Source: an optimization exercise on an open RTL-to-GDS flow (aim: small area). Production flows keep margins and buffers that such runs may drop.
RTL that was checked went through simulation tests only; none was proved equivalent to the original.
For run 2, only the layout was checked, not whether the RTL still works.

==> design.v <==
module sbox( output reg [ 3 : 0 ] r,
              input wire [ 3 : 0 ] x );
  always @* begin
    case ( x )
      4'h0: r = 4'hC; 4'h1: r = 4'h5; 4'h2: r = 4'h6; 4'h3: r = 4'hB;
      4'h4: r = 4'h9; 4'h5: r = 4'h0; 4'h6: r = 4'hA; 4'h7: r = 4'hD;
      4'h8: r = 4'h3; 4'h9: r = 4'hE; 4'hA: r = 4'hF; 4'hB: r = 4'h8;
      4'hC: r = 4'h4; 4'hD: r = 4'h7; 4'hE: r = 4'h1; default: r = 4'h2;
    endcase
  end
endmodule
module sbox_d( output reg [ 3 : 0 ] r,
                input wire [ 3 : 0 ] x );
  reg [ 3 : 0 ] t;
  always @* begin
    case ( x ^ 4'h5 )
      4'h0: t = 4'hC; 4'h1: t = 4'h5; 4'h2: t = 4'h6; 4'h3: t = 4'hB;
      4'h4: t = 4'h9; 4'h5: t = 4'h0; 4'h6: t = 4'hA; 4'h7: t = 4'hD;
      4'h8: t = 4'h3; 4'h9: t = 4'hE; 4'hA: t = 4'hF; 4'hB: t = 4'h8;
      4'hC: t = 4'h4; 4'hD: t = 4'h7; 4'hE: t = 4'h1; default: t = 4'h2;
    endcase
    r = t ^ 4'hA;
  end
endmodule
module encrypt_v3(  input wire [ 80 - 1 : 0 ]   k,
                    input wire [ 64 - 1 : 0 ]   m,
                   output wire [ 64 - 1 : 0 ]   c,
                    input wire                  clk,
                    input wire                  rst,
                    input wire                  in_valid,
                   output wire                  out_valid );
  parameter [ 31 : 0 ] STAGE_MASK = 32'h49249248;
  localparam [ 3 : 0 ] SA = 4'h5;   
  localparam [ 3 : 0 ] SB = 4'hA;
  function automatic integer popcount( input [ 31 : 0 ] x );
    integer j;
    begin
      popcount = 0;
      for ( j = 0; j < 32; j = j + 1 ) popcount = popcount + x[ j ];
    end
  endfunction
  function automatic [ 63 : 0 ] perm( input [ 63 : 0 ] x );
    integer j;
    begin
      for ( j = 0; j < 63; j = j + 1 ) perm[ ( 16 * j ) % 63 ] = x[ j ];
      perm[ 63 ] = x[ 63 ];
    end
  endfunction
  localparam integer      NS   = popcount( STAGE_MASK );
  localparam [ 63 : 0 ]   SA16 = { 16{ SA } };
  localparam [ 63 : 0 ]   CP   = perm( { 16{ SB } } );
  wire [ 63 : 0 ] u_w [ 0 : 31 ];
  wire [ 79 : 0 ] k_w [ 0 : 31 ];
  wire [ 63 : 0 ] u_n [ 0 : 31 ];
  wire [ 79 : 0 ] k_n [ 0 : 31 ];
  assign u_n[ 0 ] = m ^ CP;
  assign k_n[ 0 ] = k;
  genvar r, j;
  generate
    for ( r = 0; r < 32; r = r + 1 ) begin : rounds
      if ( r > 0 ) begin : logic_r
        wire [ 63 : 0 ] z = u_w[ r-1 ] ^ k_w[ r-1 ][ 79 : 16 ] ^ CP ^ SA16;
        wire [ 63 : 0 ] y;
        for ( j = 0; j < 16; j = j + 1 ) begin : sb
          sbox_d s( .r( y[ 4*j +: 4 ] ), .x( z[ 4*j +: 4 ] ) );
        end
        assign u_n[ r ] = perm( y );
        wire [ 79 : 0 ] t = { k_w[ r-1 ][ 18 : 0 ], k_w[ r-1 ][ 79 : 19 ] };
        wire [  3 : 0 ] ks;
        sbox sk( .r( ks ), .x( t[ 79 : 76 ] ) );
        assign k_n[ r ] = { ks, t[ 75 : 20 ], t[ 19 : 15 ] ^ r[ 4 : 0 ], t[ 14 : 0 ] };
      end
      if ( STAGE_MASK[ r ] ) begin : stage
        reg [ 63 : 0 ] u_q;
        reg [ 79 : 0 ] k_q;
        always @( posedge clk ) begin
          u_q <= u_n[ r ];
          k_q <= k_n[ r ];
        end
        assign u_w[ r ] = u_q;
        assign k_w[ r ] = k_q;
      end else begin : wire_r
        assign u_w[ r ] = u_n[ r ];
        assign k_w[ r ] = k_n[ r ];
      end
    end
  endgenerate
  assign c = u_w[ 31 ] ^ CP ^ k_w[ 31 ][ 79 : 16 ];
  reg [ NS - 1 : 0 ] v_q;
  integer vi;
  always @( posedge clk ) begin
    for ( vi = NS - 1; vi > 0; vi = vi - 1 ) v_q[ vi ] <= rst ? 1'b0 : v_q[ vi-1 ];
    v_q[ 0 ] <= rst ? 1'b0 : in_valid;
  end
  assign out_valid = v_q[ NS - 1 ];
endmodule
==> flow/run.sh <==
#!/bin/bash
# Own layout flow: the standard flow (standard.sh, ORFS make) with these
# changes; floorplan, placement, routing and the rest are ORFS's and the standard flow's.
#  1. ABC maps with an area-recovering script (flow/abc_own.script) in place of
#     ORFS's speed script, from a copy of ORFS's scripts folder.
#  2. No half/full adder extraction (ADDER_MAP_FILE empty): it maps the key
#     additions' XORs into slow adder cells.
#  3. After ORFS's synthesis (hierarchical, so each S-box module is mapped on
#     its own), the S-box modules sbox_d and sbox are replaced by the netlists
#     in flow/sbox_cells.v, then the design is flattened as synth_recipe.tcl does.
#  4. The weakest (_0) variants of cells that have a _1 variant of the same
#     area are added to the don't-use list.
#  5. Ports are buffered with buf_1 cells (ORFS's buffer_ports picks a slow
#     delay cell otherwise).
#  6. CTS with config.mk's buffer and clustering settings, without dummy loads.
# Each tool's output goes to flow_make.log and ORFS's logs under orfs/logs.
set -euo pipefail
W=$(pwd)
rm -rf "$W/scripts_own"
cp -r "$FLOW_HOME/scripts" "$W/scripts_own"
cp "$W/flow/abc_own.script" "$W/scripts_own/abc_speed.script"
cp "$W/flow/abc_own.script" "$W/scripts_own/abc_area.script"
# synth_recipe.tcl with the S-box netlists read in right after ORFS's synthesis
awk -v f="$W/flow/sbox_cells.v" '{print} /^source .*synth\.tcl/ {print "read_verilog -overwrite " f; print "hierarchy -check -top encrypt_v3"}' synth_recipe.tcl > synth_own.tcl
grep -q "sbox_cells.v" synth_own.tcl
sed -e "s|^make -C |make SCRIPTS_DIR=$W/scripts_own ADDER_MAP_FILE= -C |" \
    -e "s|SYNTH_SCRIPT=[^ ]*synth_recipe.tcl|SYNTH_SCRIPT=$W/synth_own.tcl|" standard.sh > standard_own.sh
grep -q "SYNTH_SCRIPT=$W/synth_own.tcl" standard_own.sh
# don't-use list: the platform's, plus the _0 cells above; on the make command
# line, since ORFS runs synthesis in a sub-make that drops environment variables
PLAT_DU=$(make -s -C "$FLOW_HOME" DESIGN_CONFIG="$W/config.mk" WORK_HOME="$W/orfs" print-DONT_USE_CELLS | sed -n 's/^DONT_USE_CELLS: *//p')
test -n "$PLAT_DU"
DU="$PLAT_DU sky130_fd_sc_hd__o21ai_0 sky130_fd_sc_hd__a21boi_0 sky130_fd_sc_hd__or2_0 sky130_fd_sc_hd__and2_0 sky130_fd_sc_hd__o311ai_0"
sed -i -e "s|^make SCRIPTS_DIR=|make DONT_USE_CELLS='$DU' SCRIPTS_DIR=|" standard_own.sh
grep -q "sky130_fd_sc_hd__o311ai_0' SCRIPTS_DIR=" standard_own.sh
export BUFFER_PORTS_ARGS="-buffer_cell sky130_fd_sc_hd__buf_1"
export CTS_ARGS="-sink_clustering_enable -repair_clock_nets -buf_list {sky130_fd_sc_hd__clkbuf_16} -sink_clustering_size 30 -sink_clustering_max_diameter 100 -dont_use_dummy_load"
bash standard_own.sh "$@" > "$W/flow_make.log" 2>&1
if [[ $# -eq 0 ]]; then test -f out/final.def; fi
==> flow/abc_own.script <==
strash
&get -n
&dch -f
&nf -R 1000
&put
topo
==> flow/sbox_cells.v <==
// S-box netlists in sky130_fd_sc_hd cells, spliced in place of the RTL
// modules of the same name by flow/run.sh (see flow/synth_own.tcl).

module sbox_d(r, x);
  input [3:0] x;
  wire [3:0] x;
  output [3:0] r;
  wire [3:0] r;
  wire _00_;
  wire _01_;
  wire _02_;
  wire _03_;
  wire _04_;
  wire _05_;
  wire _06_;
  wire _07_;
  wire _08_;
  wire _09_;
  wire _10_;
  sky130_fd_sc_hd__clkinv_1 _11_ (
    .A(x[3]),
    .Y(_10_)
  );
  sky130_fd_sc_hd__a21boi_1 _12_ (
    .A1(x[0]),
    .A2(_10_),
    .B1_N(x[1]),
    .Y(_00_)
  );
  sky130_fd_sc_hd__clkinv_1 _13_ (
    .A(x[2]),
    .Y(_01_)
  );
  sky130_fd_sc_hd__nor2_1 _14_ (
    .A(x[0]),
    .B(_10_),
    .Y(_02_)
  );
  sky130_fd_sc_hd__nor2_1 _15_ (
    .A(_01_),
    .B(_02_),
    .Y(_03_)
  );
  sky130_fd_sc_hd__o22ai_1 _16_ (
    .A1(_01_),
    .A2(x[3]),
    .B1(_10_),
    .B2(_03_),
    .Y(_04_)
  );
  sky130_fd_sc_hd__nor2_1 _17_ (
    .A(_00_),
    .B(_04_),
    .Y(_05_)
  );
  sky130_fd_sc_hd__a21oi_1 _18_ (
    .A1(_00_),
    .A2(_04_),
    .B1(_05_),
    .Y(r[2])
  );
  sky130_fd_sc_hd__a21oi_1 _19_ (
    .A1(x[0]),
    .A2(_10_),
    .B1(_02_),
    .Y(_06_)
  );
  sky130_fd_sc_hd__a21oi_1 _20_ (
    .A1(x[2]),
    .A2(x[1]),
    .B1(_06_),
    .Y(_07_)
  );
  sky130_fd_sc_hd__o22ai_1 _21_ (
    .A1(x[1]),
    .A2(x[3]),
    .B1(_03_),
    .B2(_07_),
    .Y(r[1])
  );
  sky130_fd_sc_hd__nor2_1 _22_ (
    .A(x[2]),
    .B(x[1]),
    .Y(_08_)
  );
  sky130_fd_sc_hd__nor2_1 _23_ (
    .A(_06_),
    .B(_08_),
    .Y(_09_)
  );
  sky130_fd_sc_hd__a21oi_1 _24_ (
    .A1(_06_),
    .A2(_08_),
    .B1(_09_),
    .Y(r[0])
  );
  sky130_fd_sc_hd__o22ai_1 _25_ (
    .A1(x[2]),
    .A2(_10_),
    .B1(_00_),
    .B2(_07_),
    .Y(r[3])
  );
endmodule

module sbox(r, x);
  input [3:0] x;
  wire [3:0] x;
  output [3:0] r;
  wire [3:0] r;
  wire _00_;
  wire _01_;
  wire _02_;
  wire _03_;
  wire _04_;
  wire _05_;
  wire _06_;
  wire _07_;
  wire _08_;
  wire _09_;
  wire _10_;
  wire _11_;
  wire _12_;
  wire _13_;
  wire _14_;
  sky130_fd_sc_hd__clkinv_1 _15_ (
    .A(x[1]),
    .Y(_14_)
  );
  sky130_fd_sc_hd__clkinv_1 _16_ (
    .A(x[2]),
    .Y(_00_)
  );
  sky130_fd_sc_hd__o22ai_1 _17_ (
    .A1(_14_),
    .A2(x[2]),
    .B1(x[1]),
    .B2(_00_),
    .Y(_01_)
  );
  sky130_fd_sc_hd__nor2_1 _18_ (
    .A(x[1]),
    .B(x[3]),
    .Y(_02_)
  );
  sky130_fd_sc_hd__nand2_1 _19_ (
    .A(x[2]),
    .B(x[3]),
    .Y(_03_)
  );
  sky130_fd_sc_hd__o21ai_1 _20_ (
    .A1(x[0]),
    .A2(_02_),
    .B1(_03_),
    .Y(_04_)
  );
  sky130_fd_sc_hd__nand2_1 _21_ (
    .A(_01_),
    .B(_04_),
    .Y(_05_)
  );
  sky130_fd_sc_hd__o21ai_1 _22_ (
    .A1(_01_),
    .A2(_04_),
    .B1(_05_),
    .Y(r[2])
  );
  sky130_fd_sc_hd__nand2_1 _23_ (
    .A(x[0]),
    .B(x[3]),
    .Y(_06_)
  );
  sky130_fd_sc_hd__nor2_1 _24_ (
    .A(x[0]),
    .B(x[3]),
    .Y(_07_)
  );
  sky130_fd_sc_hd__a21oi_1 _25_ (
    .A1(x[0]),
    .A2(x[3]),
    .B1(_07_),
    .Y(_08_)
  );
  sky130_fd_sc_hd__a21oi_1 _26_ (
    .A1(x[1]),
    .A2(_00_),
    .B1(_08_),
    .Y(_09_)
  );
  sky130_fd_sc_hd__a21oi_1 _27_ (
    .A1(_00_),
    .A2(_06_),
    .B1(_09_),
    .Y(_10_)
  );
  sky130_fd_sc_hd__nor2_1 _28_ (
    .A(_02_),
    .B(_10_),
    .Y(r[1])
  );
  sky130_fd_sc_hd__nor2_1 _29_ (
    .A(x[1]),
    .B(_00_),
    .Y(_11_)
  );
  sky130_fd_sc_hd__nor2_1 _30_ (
    .A(_11_),
    .B(_08_),
    .Y(_12_)
  );
  sky130_fd_sc_hd__a21oi_1 _31_ (
    .A1(_11_),
    .A2(_08_),
    .B1(_12_),
    .Y(r[0])
  );
  sky130_fd_sc_hd__nor2_1 _32_ (
    .A(_14_),
    .B(_07_),
    .Y(_13_)
  );
  sky130_fd_sc_hd__o21a_1 _33_ (
    .A1(_09_),
    .A2(_13_),
    .B1(_03_),
    .X(r[3])
  );
endmodule

==> standard.sh <==
#!/bin/bash
# synth_recipe.tcl (not shown) runs the flow's synth.tcl, then flattens the netlist and writes it again
# the make line also repeats each setting of config.mk as NAME=value (left out here)
make -C /OpenROAD-flow-scripts/flow DESIGN_CONFIG=/design/flow/config.mk WORK_HOME=/design/flow/orfs CLKGATE_MAP_FILE= SYNTH_SCRIPT=/design/flow/synth_recipe.tcl "${@:-finish}"
==> config.mk <==
export PLATFORM = sky130hd
export DESIGN_NAME = encrypt_v3
export DESIGN_NICKNAME = encrypt_v3
export VERILOG_FILES = /design/flow/design.v
export SDC_FILE = /design/flow/constraint.sdc
export NUM_CORES = 4
export LEC_CHECK = 0
export CAP_MARGIN = 20
export CORE_MARGIN = 2
export CORE_UTILIZATION = 45
export CTS_BUF_LIST = sky130_fd_sc_hd__clkbuf_16
export CTS_CLUSTER_DIAMETER = 100
export CTS_CLUSTER_SIZE = 30
export GPL_TIMING_DRIVEN = 0
export PLACE_DENSITY = 0.65
export SETUP_SLACK_MARGIN = 0.1
export SLEW_MARGIN = 20
export SYNTH_HIERARCHICAL = 1
export SYNTH_MINIMUM_KEEP_SIZE = 0
==> constraint.sdc <==
create_clock -name core_clock -period 5.0 [get_ports {clk}]
set_input_delay 1.0000 -clock core_clock [delete_from_list [all_inputs] [get_ports {clk}]]
set_output_delay 1.0000 -clock core_clock [all_outputs]
set_load 0.01 [all_outputs]
==> impl_metrics.json, run 1 <==
{
  "crit_chain": "xor2_1 > clkinv_1 > nor2_1 > nor2_1 > o22ai_1 > nor2_1 > a21oi_1 > xor2_1 > clkinv_1 > nor2_1 > a21oi_1 > a21oi_1 > o22ai_1 > xor2_1 > clkinv_1 > nor2_1 > o22ai_1 > nor2_1 > a21oi_1",
  "rows": 160,
  "drtPass1Iterations": 7,
  "rrSetupSlack_ns": 0.23,
  "clk_latency_ns": 0.77,
  "cts_buffer_depth": 3,
  "crit_top_cell": "nor2_1",
  "cpLargestDelayFamily": "XOR/XNOR gates",
  "crit_slowest_cell": "xor2_1",
  "min_path_type": "flop to flop",
  "ys_warn_count": 9,
  "multi_input_area_um2": 52730,
  "routed_wirelength_mm": 375.3,
  "hold_start": "rounds[9].stage.k_q[1]",
  "setup_viol": 0,
  "netlist_area_um2": 85940,
  "clkSinkCount": 1450,
  "grt_util_all_layers_pct": 36.96,
  "cp-end-kind": "flop",
  "die_x_um": 441.0,
  "cts_setup_buffers": 0,
  "syn_inst": 11612,
  "critPathArrivalTime_ns": 5.37,
  "final_nets": 12043,
  "grt_pass1_wl_mm": 515.4,
  "synth.avg_cell_area_um2": 7.401,
  "initial_core_util_pct": 45.24,
  "ant_nets": 0,
  "via_per_inst": 5.881,
  "wl_per_cell_um": 26.05,
  "syn_nets": 11759,
  "hold_viol": 0,
  "cpPeakStageDelay_ns": 0.79,
  "start_kind": "flop",
  "tightest_slew_ns": 1.207,
  "relSlewSlack_pct": 18.93,
  "cap_violations": 0,
  "htreeDepth": 3,
  "crit_fanout": 5,
  "syn_to_final_growth_pct": 6.725,
  "rsz0062_at_grt": "yes",
  "grt_pass1_vias": 75276,
  "cts_buffers": 71,
  "fin_skew_ns": 0.08693,
  "regArea_um2": 29030,
  "setup_slack_ns": 0.2332,
  "post_cts_resized": 0,
  "ctsHoldBuffers": 0,
  "fin_cells": 14410,
  "worstSetupStartpoint": "rounds[27].stage.k_q[63]",
  "via_count": 84748,
  "tns_ns": 0,
  "required_ns": 5.61,
  "fp.coreArea_um2": 190000,
  "critPathBufInv": 3,
  "period_share_pct": 95.34,
  "fmax_mhz": 209.8,
  "clk_pin_slew_worst_paths_ns": 0.11,
  "dieArea_um2": 194500,
  "grt_overflow": 0,
  "die_h_um": 441.0,
  "final_max_slew_viol_count": 0,
  "drt_iter0_markers": 9050,
  "dp_hpwl_mm": 317.6,
  "place_congestion": 1.015,
  "outcome": "complete, no violations",
  "period_needed_ns": 4.767,
  "ioPinCount": 212,
  "crit_type": "flop to flop",
  "dp_cells": 14334,
  "drive_gt1_share_pct": 0.6810,
  "drc": 0,
  "n_fill_cell": 18738,
  "cts_tree": "done",
  "pre_cts_ws_ns": 0.1869,
  "cts-root-buf": "clkbuf_16",
  "grt_max_degree": 31,
  "io_buffers": 211,
  "timing.rr.start": "rounds[27].stage.k_q[63]",
  "antenna_found_initial": 22
}
routing by layer:
layer,track usage [%],part of all wire (%)
met2,61.11,45
met1,43.88,39
met5,0,0.011
met4,26.55,8.7
met3,5.225,7.5
placed cells by master, fill, tap and decap left out, drive strengths merged:
master and instances:
nor2b 10, dfxtp 1450, a21boi 496, nand2 93
nor2 2666, clkbuf 71, clkinv 1129, o21ai 62
xor2 1018, buf 211, o22ai 1519, diode 5
xnor2 1030, o21a 31, a21oi 2108
state kept, by name, summed over array words and instances, names as in the netlist:
register          flops
v_q                  10
rounds.stage.u_q    640
rounds.stage.k_q    800
final timing paths:
| path | to | depth (start not counted) |
|---|---|---|
| worst max-delay path | rounds[30].stage.u_q[46] | 19 |
| worst min-delay path | rounds[12].stage.k_q[24] | 0 |
| worst max register to register | rounds[30].stage.u_q[46] | 19 |
| worst min register to register | rounds[12].stage.k_q[24] | 0 |
stage by stage:
step	utilization, %	hold slack, ns	instance area, µm²
2_1_floorplan	-	0.3734	85940
5_1_grt	48.27	0.3525	91710
3_5_place_dp	47.31	0.3804	89870
4_1_cts	48.24	0.3433	91650
3_3_place_gp	47.31	0.3784	89870
6_report	48.28	0.3495	91720
final cells by class:
cell class	count	area share (%)
Antenna cell	5	0.01364
Inverter	1129	4.620
Multi-Input combinational cell	9033	57.49
Tap cell	2511	3.425
Clock buffer	71	1.937
Sequential cell	1450	31.65
Timing Repair Buffer	211	0.8635
==> run 2: changes to the inputs <==
==> design.v (replaced) <==
module encrypt_v3(  input wire [ 80 - 1 : 0 ]   k,
                    input wire [ 64 - 1 : 0 ]   m,
                   output wire [ 64 - 1 : 0 ]   c,
                    input wire                  clk,
                    input wire                  rst,
                    input wire                  in_valid,
                   output wire                  out_valid );
  parameter [ 31 : 0 ] STAGE_MASK = ( 32'd1 << 6 ) | ( 32'd1 << 13 ) | ( 32'd1 << 20 ) | ( 32'd1 << 26 );
  function automatic integer popcount( input [ 31 : 0 ] x );
    integer j;
    begin
      popcount = 0;
      for ( j = 0; j < 32; j = j + 1 ) popcount = popcount + x[ j ];
    end
  endfunction
  localparam integer NS = popcount( STAGE_MASK );
  function automatic [ 3 : 0 ] sb( input [ 3 : 0 ] x );
    case ( x )
      4'h0: sb = 4'hC; 4'h1: sb = 4'h5; 4'h2: sb = 4'h6; 4'h3: sb = 4'hB;
      4'h4: sb = 4'h9; 4'h5: sb = 4'h0; 4'h6: sb = 4'hA; 4'h7: sb = 4'hD;
      4'h8: sb = 4'h3; 4'h9: sb = 4'hE; 4'hA: sb = 4'hF; 4'hB: sb = 4'h8;
      4'hC: sb = 4'h4; 4'hD: sb = 4'h7; 4'hE: sb = 4'h1; default: sb = 4'h2;
    endcase
  endfunction
  function automatic [ 63 : 0 ] rnd( input [ 63 : 0 ] x, input [ 79 : 0 ] kk );
    reg [ 63 : 0 ] t;
    integer j;
    begin
      t = x ^ kk[ 79 : 16 ];
      for ( j = 0; j < 16; j = j + 1 ) t[ 4*j +: 4 ] = sb( t[ 4*j +: 4 ] );
      for ( j = 0; j < 63; j = j + 1 ) rnd[ ( 16 * j ) % 63 ] = t[ j ];
      rnd[ 63 ] = t[ 63 ];
    end
  endfunction
  function automatic [ 79 : 0 ] ks( input [ 79 : 0 ] x, input [ 4 : 0 ] i );
    reg [ 79 : 0 ] t;
    begin
      t = { x[ 18 : 0 ], x[ 79 : 19 ] };
      t[ 79 : 76 ] = sb( t[ 79 : 76 ] );
      t[ 19 : 15 ] = t[ 19 : 15 ] ^ i;
      ks = t;
    end
  endfunction
  wire [ 63 : 0 ] s_w [ 0 : 31 ];
  wire [ 79 : 0 ] k_w [ 0 : 31 ];
  wire [ 63 : 0 ] s_n [ 0 : 31 ];
  wire [ 79 : 0 ] k_n [ 0 : 31 ];
  assign s_n[ 0 ] = m;
  assign k_n[ 0 ] = k;
  genvar r;
  generate
    for ( r = 0; r < 32; r = r + 1 ) begin : rounds
      if ( r > 0 ) begin : logic_r
        assign s_n[ r ] = rnd( s_w[ r-1 ], k_w[ r-1 ] );
        assign k_n[ r ] = ks( k_w[ r-1 ], r );
      end
      if ( STAGE_MASK[ r ] ) begin : stage
        reg [ 63 : 0 ] s_q;
        reg [ 79 : 0 ] k_q;
        always @( posedge clk ) begin
          s_q <= s_n[ r ];
          k_q <= k_n[ r ];
        end
        assign s_w[ r ] = s_q;
        assign k_w[ r ] = k_q;
      end else begin : wire_r
        assign s_w[ r ] = s_n[ r ];
        assign k_w[ r ] = k_n[ r ];
      end
    end
  endgenerate
  assign c = s_w[ 31 ] ^ k_w[ 31 ][ 79 : 16 ];
  reg [ NS - 1 : 0 ] v_q;
  integer vi;
  always @( posedge clk ) begin
    for ( vi = NS - 1; vi > 0; vi = vi - 1 ) v_q[ vi ] <= rst ? 1'b0 : v_q[ vi-1 ];
    v_q[ 0 ] <= rst ? 1'b0 : in_valid;
  end
  assign out_valid = v_q[ NS - 1 ];
endmodule
==> run.sh (new file) <==
#!/bin/bash
# synth_recipe.tcl (not shown) runs the flow's synth.tcl, then flattens the netlist and writes it again
# the make line also repeats each setting of config.mk as NAME=value (left out here)
make -C /OpenROAD-flow-scripts/flow DESIGN_CONFIG=/design/flow/config.mk WORK_HOME=/design/flow/orfs CLKGATE_MAP_FILE= SYNTH_SCRIPT=/design/flow/synth_recipe.tcl finish
==> config.mk (replaced) <==
export PLATFORM = sky130hd
export DESIGN_NAME = encrypt_v3
export DESIGN_NICKNAME = encrypt_v3
export VERILOG_FILES = /design/flow/design.v
export SDC_FILE = /design/flow/constraint.sdc
export NUM_CORES = 4
export LEC_CHECK = 0
export ABC_AREA = 1
export ABC_CLOCK_PERIOD_IN_PS = 5000
export CAP_MARGIN = 20
export CORE_MARGIN = 2
export CORE_UTILIZATION = 50
export PLACE_DENSITY = 0.65
export SLEW_MARGIN = 20
removed: flow/run.sh
removed: flow/abc_own.script
removed: flow/sbox_cells.v
removed: standard.sh
==> run 2 against run 1 <==
Compared with the run above:
- synthesized cell count is 110% higher
- the flow now stops in global routing
- synthesized area up 69%
==> impl_metrics.json, run 2 <==
{
  "cts_buffers": 92,
  "rows": 198,
  "ctsHoldBuffers": 0,
  "initial_core_util_pct": 50.16,
  "synth_flop_cell": "dfxtp_1",
  "grt_pass1_wl_mm": 1324,
  "io_buffers": 211,
  "syn_nets": 27634,
  "clkSinkCount": 596,
  "grt_pass1_vias": 188804,
  "placed_area_um2": 208900,
  "cts_buffer_depth": 4,
  "syn_inst": 24807,
  "grt_util_all_layers_pct": 61.14,
  "synth_top_cell_by_area": "nand2_1",
  "synth_cell_types": 72,
  "synth-seq-cells": 596,
  "die_h_um": 543.7,
  "grt_overflow": 167,
  "synth-edff-count": 0,
  "ioPinCount": 212,
  "netlist_area_um2": 145600,
  "synth_top_area_share_pct": 25.91,
  "dp_hpwl_mm": 739.1,
  "dp_cells": 34662,
  "error": "[ERROR GRT-0116] Global routing finished with congestion. Check the congestion regions in the DRC Viewer.",
  "yosysSeqAreaShare_pct": 8.192,
  "yosysMostFrequentCell": "nand2_1",
  "cts-root-buf": "clkbuf_16",
  "ys_warn_count": 1,
  "synth.avg_cell_area_um2": 5.871,
  "htreeDepth": 3,
  "grt_max_degree": 18,
  "pre_cts_ws_ns": -2.463,
  "async_reset_ff_share_pct": 0,
  "yosys-top-cells-area": "nand2_1 26%, ha_1 23%, nand3_1 11%, dfxtp_1 8.2%, inv_1 6.6%",
  "place_congestion": 1.188,
  "outcome": "did not finish",
  "ys_top_cells_by_count": "10052 x nand2_1, 3284 x nand3_1, 2680 x ha_1",
  "lastStage": "global routing",
  "die_x_um": 543.7
}
## run 2: cell families after synthesis
logic type / synth area share, %
AOI/OAI and AO/OA: 10.02
xor gates and xnor gates: 7.693
adders and majority gates: 23.02
buffers and inverters: 8.682
DFF: 8.192
muxes: 0.01375
and+or+nand+nor: 42.38
## run 2: stage by stage
step | TNS (ns)
CTS | -496.92
detailed placement | -622.42
global placement | -590.02
floorplan | -198.58
## run 2: routing by layer
| layer | overflow | track usage, % |
|---|---|---|
| met3 | 3 | 34.64 |
| met1 | 2 | 65.52 |
| met2 | 96 | 83.01 |
| met5 | 0 | 1.607 |
| met4 | 66 | 58.74 |
## run 2: how the worst min path moves through the flow
stage	to	slack (ns)	cells after the start
floorplan	rounds[13].stage.k_q[49]	0.33	0
global placement	v_q[3]	0.39	2
detailed placement	v_q[2]	0.40	2
CTS	v_q[3]	0.41	2
## run 2: what timing repair did
item | 4_1_cts
pin swaps | 513
endpoints found under the hold margin | 0
endpoints found under the setup margin | 320
gates cloned | 1
buffers inserted | 125
resized for setup | 1429

-- afterwards: timing with drivers on the ports --
The flow's constraints put no driver on any port. The routed layout listed below was extracted and timed again, unchanged, in two steps.
Step 1, drivers: a clkbuf_16 drives clk and a buf_2 each remaining input, both assumed.
Step 2 times the ports against the registers' clock, not the clock port: input delays grow and output delays shrink by t, the midpoint of the rising clock arrivals with the driver on.
Three values: ideal, step 1, step 2; two values: the first two.
run: run 1
t (ns): 0.820
setup WS [ns]: 0.233 / 0.233 / -0.055
worst setup path at the end: input to register
cell pins on the clock port's net: 1
With both steps, setup timing fails in run 1, where it was met with ideal ports. The setup slack of run 1 moves by 0.000 ns with the drivers and by -0.288 ns with both steps.
